What follows belongs to an exercise in optimizing a design on an open flow for small area and few clock cycles per item; a production flow would make more cautious choices. In this exercise RTL edits were held to simulation tests only and were not proved equivalent to the original. Power is estimated from default activity; no workload was simulated. The flow treats the clock pin as an ideal source, which a real chip does not have.

## design/flow/config.mk

```make
export PLATFORM = sky130hd
export DESIGN_NAME = link_node
export DESIGN_NICKNAME = link_node
export VERILOG_FILES = /design/flow/design.v
export SDC_FILE = /design/flow/constraint.sdc
export NUM_CORES = 4
export LEC_CHECK = 0
export CAP_MARGIN = 20
export CORE_MARGIN = 2
export CORE_UTILIZATION = 80
export PLACE_DENSITY = 0.88
export SLEW_MARGIN = 20
```

## design/flow/constraint.sdc

```tcl
create_clock -name core_clock -period 10.0 [get_ports {clk}]
set_input_delay 2.0000 -clock core_clock [delete_from_list [all_inputs] [get_ports {clk}]]
set_output_delay 2.0000 -clock core_clock [all_outputs]
set_load 0.01 [all_outputs]
```

## design/flow/design.v

```verilog
module FIFO (
    input         clk,
    input         we,
    input  [3:0]  waddr,
    input  [15:0] wdata,
    input  [15:0] rsel,
    output [15:0] rdata
);
    reg [15:0] mem [15:0];
    always @(posedge clk) begin
        if (we)
            mem[waddr] <= wdata;
    end
    reg [15:0] r;
    integer i;
    always @(*) begin
        r = 16'd0;
        for (i = 0; i < 16; i = i + 1)
            r = r | (mem[i] & {16{rsel[i]}});
    end
    assign rdata = r;
endmodule
module cdc_sync (
    input   clk_dest,  
    input   rst_dest,  
    input   signal_in, 
    output  signal_out 
);
    reg s1_sync_reg ;
    reg s2_sync_reg ;
    always @(posedge clk_dest or posedge rst_dest) begin
        if (rst_dest) begin
            s1_sync_reg <= 1'b0;
            s2_sync_reg <= 1'b0;
        end
        else begin
            s1_sync_reg <= signal_in;
            s2_sync_reg <= s1_sync_reg;
        end
    end
    assign signal_out = s2_sync_reg;
endmodule
`timescale 1ns / 1ps
module transmitter (
    input          clk_tx,
    input          rst_tx,
    input   [15:0] data_in,
    input          wr_en,
    output         fifo_full,
    output  [15:0] parallel_data_out,
    output         parallel_valid_out,
    input          parallel_ready_in
);
    reg  [3:0] wr_ptr;         
    reg [15:0] rd_sel;         
    reg  [4:0] count;          
    reg        not_empty;      
    reg        ready_seen;     
    wire ready_sync;
    cdc_sync sync_ready (
        .clk_dest   (clk_tx),
        .rst_dest   (rst_tx),
        .signal_in  (parallel_ready_in),
        .signal_out (ready_sync)
    );
    wire sent = ready_sync && !ready_seen && not_empty;
    assign fifo_full          = count[4] && !sent;
    assign parallel_valid_out = not_empty && !ready_sync;
    wire write = wr_en && !fifo_full;
    wire [4:0] count_next = count + {4'd0, write} - {4'd0, sent};
    FIFO fifo (
        .clk   (clk_tx),
        .we    (write),
        .waddr (wr_ptr),
        .wdata (data_in),
        .rsel  (rd_sel),
        .rdata (parallel_data_out)
    );
    always @(posedge clk_tx or posedge rst_tx) begin
        if (rst_tx) begin
            wr_ptr     <= 4'd0;
            rd_sel     <= 16'd1;
            count      <= 5'd0;
            not_empty  <= 1'b0;
            ready_seen <= 1'b0;
        end else begin
            wr_ptr     <= wr_ptr + {3'd0, write};
            if (sent)
                rd_sel <= {rd_sel[14:0], rd_sel[15]};
            count      <= count_next;
            not_empty  <= (count_next != 5'd0);
            ready_seen <= ready_sync;
        end
    end
endmodule
`timescale 1ns / 1ps
module Receiver (
    input  wire        clk_rx,
    input  wire        rst_rx,
    output wire [15:0] data_out,
    input  wire        rd_en,
    output wire        fifo_empty,
    input  wire [15:0] parallel_data_in,
    input  wire        parallel_valid_in,
    output wire        parallel_ready_out
);
    reg  [3:0] wr_ptr;      
    reg [15:0] rd_sel;      
    reg  [4:0] count;       
    reg        taking;      
    reg        armed;       
    wire valid_sync;
    cdc_sync sync_valid (
        .clk_dest   (clk_rx),
        .rst_dest   (rst_rx),
        .signal_in  (parallel_valid_in),
        .signal_out (valid_sync)
    );
    wire full         = count[4];
    assign fifo_empty = (count == 5'd0);
    assign parallel_ready_out = valid_sync && armed;
    wire load  = !taking && !full && !parallel_ready_out;
    wire take  = !taking && parallel_ready_out;
    wire read  = rd_en && !fifo_empty;
    wire taking_next = taking ? valid_sync : take;
    FIFO fifo (
        .clk   (clk_rx),
        .we    (load),
        .waddr (wr_ptr),
        .wdata (parallel_data_in),
        .rsel  (rd_sel),
        .rdata (data_out)
    );
    always @(posedge clk_rx or posedge rst_rx) begin
        if (rst_rx) begin
            wr_ptr <= 4'd0;
            rd_sel <= 16'h8000;
            count  <= 5'd0;
            taking <= 1'b0;
            armed  <= 1'b0;
        end else begin
            wr_ptr <= wr_ptr + {3'd0, take};
            if (read)
                rd_sel <= {rd_sel[14:0], rd_sel[15]};
            count  <= count + {4'd0, take} - {4'd0, read};
            taking <= taking_next;
            armed  <= taking_next || load;
        end
    end
endmodule
`timescale 1ns / 1ps
module link_node (
    input  wire        clk,
    input  wire        rst,
    input  wire [15:0] tx_data_in,
    input  wire        tx_wr_en,
    output wire        tx_fifo_full,
    output wire [15:0] tx_parallel_data_out,
    output wire        tx_parallel_valid_out,
    input  wire        tx_parallel_ready_in,
    output wire [15:0] rx_data_out,
    input  wire        rx_rd_en,
    output wire        rx_fifo_empty,
    input  wire [15:0] rx_parallel_data_in,
    input  wire        rx_parallel_valid_in,
    output wire        rx_parallel_ready_out
);
    transmitter u_tx (
        .clk_tx             (clk),
        .rst_tx             (rst),
        .data_in            (tx_data_in),
        .wr_en              (tx_wr_en),
        .fifo_full          (tx_fifo_full),
        .parallel_data_out  (tx_parallel_data_out),
        .parallel_valid_out (tx_parallel_valid_out),
        .parallel_ready_in  (tx_parallel_ready_in)
    );
    Receiver u_rx (
        .clk_rx             (clk),
        .rst_rx             (rst),
        .data_out           (rx_data_out),
        .rd_en              (rx_rd_en),
        .fifo_empty         (rx_fifo_empty),
        .parallel_data_in   (rx_parallel_data_in),
        .parallel_valid_in  (rx_parallel_valid_in),
        .parallel_ready_out (rx_parallel_ready_out)
    );
endmodule
```

## design/flow/flow/run.sh

```bash
#!/bin/bash
# Own layout flow: the standard ORFS flow (standard.sh, standard synthesis
# unchanged) with two changes made through ORFS's own variables:
#  - BUFFER_PORTS_ARGS: each input and output port still gets its own buffer,
#    as in the standard flow, but a sky130_fd_sc_hd__buf_1;
#  - CTS_ARGS: clock tree synthesis as ORFS runs it, but without dummy loads
#    and with larger sink clusters driven by clkbuf_8/clkbuf_16.
# make's full output goes to flow_make.log in the work folder; ORFS's per-step
# logs are under orfs/logs.
set -euo pipefail
cd "$(dirname "$0")/.."
export BUFFER_PORTS_ARGS="-buffer_cell sky130_fd_sc_hd__buf_1"
export CTS_ARGS="-sink_clustering_enable -repair_clock_nets -dont_use_dummy_load -buf_list {sky130_fd_sc_hd__clkbuf_8 sky130_fd_sc_hd__clkbuf_16} -sink_clustering_size 30 -sink_clustering_max_diameter 120"
bash standard.sh finish > flow_make.log 2>&1
```

## design/flow/standard.sh

```bash
#!/bin/bash
# synth_recipe.tcl (not shown) runs the flow's synth.tcl, then flattens the netlist and writes it again
# the make line also repeats each setting of config.mk as NAME=value (left out here)
make -C /OpenROAD-flow-scripts/flow DESIGN_CONFIG=/design/flow/config.mk WORK_HOME=/design/flow/orfs CLKGATE_MAP_FILE= SYNTH_SCRIPT=/design/flow/synth_recipe.tcl "${@:-finish}"
```

==> results by group <==
GRT
  • All-layer global routing usage: 35.7%
  • First-pass GRT wire length: 69200 µm
  • Total gr overflow: 0
  • Antenna violations before repair: 0
  • Largest net degree at the start of global routing: 59
  • Vias in the first global route: 11400

Critical path
  • Critical path's slowest cell: dfrtp_1
  • Crit path kind: reg2out
  • CP max stage delay: 760 ps
  • Worst endpoint data arrival time: 2510 ps
  • Worst Path Buf+Inv: 1
  • Critical path's top delay family: compound AO/OA/AOI/OAI gates
  • Critical path launch point type: register
  • Critical Path RT: 8000 ps
  • CP Max Fanout: 18
  • CP Capture Type: primary output
  • Worst path cell trace: a22o_1, a221oi_1, nand4_1, buf_1

Floorplan
  • I/O pin total: 74
  • Core area: 0.0253 mm²
  • Full die area: 0.0272 mm²
  • Die X: 165 µm
  • Initial Util: 81.9%
  • Die H: 165 µm
  • # rows: 58

Route
  • Post-Route M1 WL: 15700 µm
  • DR WL/cell: 32.4 µm
  • Drt total wl: 47200 µm
  • Post-DR vias/cell: 7.80
  • Met3 WL: 5600 µm
  • Post-DRT Antenna Nets: 0
  • Via count: 11400
  • Drc violations: 0
  • Iteration-0 DRC Markers: 1734
  • Top Layer Used: met4
  • Met2 wire len: 23200 µm
  • Drt pass-1 iters: 6

Clock tree
  • Setup bufs post-CTS: 0
  • Worst-path clk slew: 110 ps
  • CTS resizes: 0
  • Root Driver: clkbuf_16
  • H-tree depth: 1
  • CTS sink cnt: 570
  • Cts hold-fix bufs: 0
  • CTS buffer count: 22
  • Longest Clk Path Bufs: 3
  • Worst-skew pair later-pin latency: 560 ps
  • CTS tree: done

Placement
  • Post-DP HPWL: 26700 µm
  • DP Area: 0.0214 mm²
  • Placed cell count: 1435
  • GP Congestion: 0.835
  • I/O Buffers: 73

Yosys
  • Dominant cells by area after synthesis: edfxtp_1 74%, dfrtp_1 6.8%, a221oi_1 5.4%
  • Distinct cells, synth: 35
  • Seq cells post-synth: 570
  • Post-synth net total: 1138
  • Leading area contributor after synthesis: edfxtp_1
  • Cell Area, Synth: 0.0207 mm²
  • Mean Syn Cell Area: 19.1 µm²
  • Register area share after synthesis: 81.2%
  • Share of the synthesized area in the top cell type: 74.2%
  • Warnings from Yosys: 4
  • Predominant post-synthesis flop cell: edfxtp_1
  • Synth Instances: 1083
  • Post-synth EDFFs: 512
  • Post-synth ARST share: 10.2%

Timing
  • Max Transition Viols Final: 0
  • Final setup fails: 0
  • Period utilization: 45.1%
  • Fin crit period: 4510 ps
  • Worst slew pin tran: 1150 ps
  • Clock Skew: 19.2 ps
  • Setup TNS: 0 ps
  • Worst hold slack: 361 ps
  • F_max: 0.222 GHz
  • Final Hold Vio Count: 0
  • Unrepaired setup endpoints after global routing: no
  • Max_slew headroom: 23.0%

Run status
  • Status: finished clean

Cells and area
  • Area growth syn-to-layout: 5.96%
  • Layout cell share with drive strength beyond 1: 9.84%
  • Net count, final: 1185
  • Final instance area: 0.0220 mm²
  • ANT cells: 0
  • Largest regs: u_rx.fifo.mem: 256 flops, u_tx.fifo.mem: 256 flops
  • Non-Filler Instances: 1458

Power and ir drop
  • Tot Pwr: 4350 µW
  • Leak Pwr: 0.00712 µW
  • Peak supply drop: 184 µV
  • Pwr/cell area: 198 mW/mm²

Flow run
  • Number of max-cap violations: 0

Hold path
  • Worst hold-check path type: reg2reg
## where the power goes
part / total [µW] / internal (µW) / switching (µW)
clock network: 1020 / 398 / 623
registers: 2890 / 2790 / 102
logic: 435 / 136 / 299
total: 4350 / 3320 / 1020
## per-layer routing
| layer | vias to the layer above | GRT usage, % |
|---|---|---|
| met5 | - | 0 |
| met3 | 213 | 5.90 |
| met1 | 5622 | 46.7 |
| met2 | 968 | 59.2 |
| met4 | 0 | 18.3 |
| li1 | 4575 | - |
## cells in the mapped netlist (3+ instances only)
| master | number |
|---|---|
| a21oi_1 | 4 |
| a221oi_1 | 128 |
| a22o_1 | 128 |
| buf_1 | 7 |
| clkbuf_1 | 59 |
| dfrtp_1 | 56 |
| edfxtp_1 | 512 |
| ha_1 | 15 |
| inv_1 | 20 |
| mux2_2 | 31 |
| nand2_1 | 6 |
| nand2b_1 | 8 |
| nand3_1 | 4 |
| nand3b_1 | 4 |
| nand4_1 | 32 |
| nor2_1 | 26 |
| nor2b_1 | 3 |
| nor3_1 | 7 |
| xnor2_1 | 7 |
| xor2_1 | 5 |
## kinds of logic (layout without fill, tap and decap cells)
group | after synthesis | count (layout) | synth area share (%)
compound gates | 267 | 267 | 11.2
xor+xnor | 12 | 12 | 0.507
fa+ha+maj | 17 | 17 | 1.10
buf+inv | 90 | 135 | 1.76
flops | 570 | 570 | 81.2
mux | 31 | 31 | 1.68
simple gates | 96 | 96 | 2.56
## layout by cell type (no fill, tap or decap), types with 2 or more instances in the layout
master       n
a21o_1       2
a21oi_1      4
a221oi_1   128
a22o_1     128
and2_1       2
buf_1       73
buf_4       18
buf_6        2
clkbuf_16   22
dfrtp_1     56
dfstp_2      2
edfxtp_1   512
fa_1         2
ha_1        15
inv_1       19
mux2_2      31
nand2_1      6
nand2b_1     8
nand3_1      4
nand3b_1     4
nand4_1     32
nor2_1       2
nor2_2      17
nor2_4       7
nor2b_1      3
nor3_2       8
o21bai_1     2
xnor2_1      7
xor2_1       5
## path summary, 6_finish.rpt
kind | to | start | cells past startpoint | slack, ps
min in group asynchronous | u_tx.count[1]$_DFF_PP0_ | rst | 3 | 1630
max in group asynchronous | u_rx.rd_sel[5]$_DFFE_PP0P_ | rst | 3 | 7890
min reg2reg | u_rx.sync_valid.s2_sync_reg$_DFF_PP0_ | u_rx.sync_valid.s1_sync_reg$_DFF_PP0_ | 0 | 360
max | rx_data_out[11] | u_rx.rd_sel[11]$_DFFE_PP0P_ | 4 | 5490
min | u_rx.sync_valid.s2_sync_reg$_DFF_PP0_ | u_rx.sync_valid.s1_sync_reg$_DFF_PP0_ | 0 | 360
max reg2reg | u_tx.fifo.mem[4][0]$_DFFE_PP_ | u_tx.ready_seen$_DFF_PP0_ | 4 | 6520
## stage by stage
| step | util [%] | setup WS [ps] |
|---|---|---|
| 2_1_floorplan | - | 6090 |
| 3_3_place_gp | 84.3 | 5820 |
| 3_5_place_dp | 84.4 | 5760 |
| 4_1_cts | 86.6 | 5560 |
| 5_1_grt | 86.7 | 5500 |
| 6_report | 86.7 | 5490 |
## cell type report
type,count,area [µm²]
flip-flops and latches,570,16800
multi-input cells,423,3670
fillers,980,3360
clock buffers,22,551
repair buffers,93,432
well taps,330,413
inverters,20,75.1
Testbench counts, summed over its fixed seeds: cycles 4,080, items 1,024.

[what the ideal ports hide]
In the flow no input, the clock included, has a driving cell. The finished layout below was timed again as built, in two steps.
Step 1: set_driving_cell puts a clkbuf_16 on clk and a buf_2 on each other input, an assumption about the parent block.
Step 2 adds t to the input delays and takes it off the output delays; t is the mean of the earliest and latest rising clock arrival at the registers after step 1. Input paths then give back, and output paths get back, about the clock's delay inside the block.
Three values: ideal ports, drivers, drivers and shift; two values: the first two.
t, ns: 0.593
slack for setup (ns): 5.492 / 5.442 / 5.732
slew at the worst register clock pin (ns): 0.11 / 0.11
worst data-port slew with drivers (ns): 0.07
After both steps setup and hold are still met in this run. The setup slack of this run moves by -0.050 ns with the drivers and by +0.240 ns with both steps.
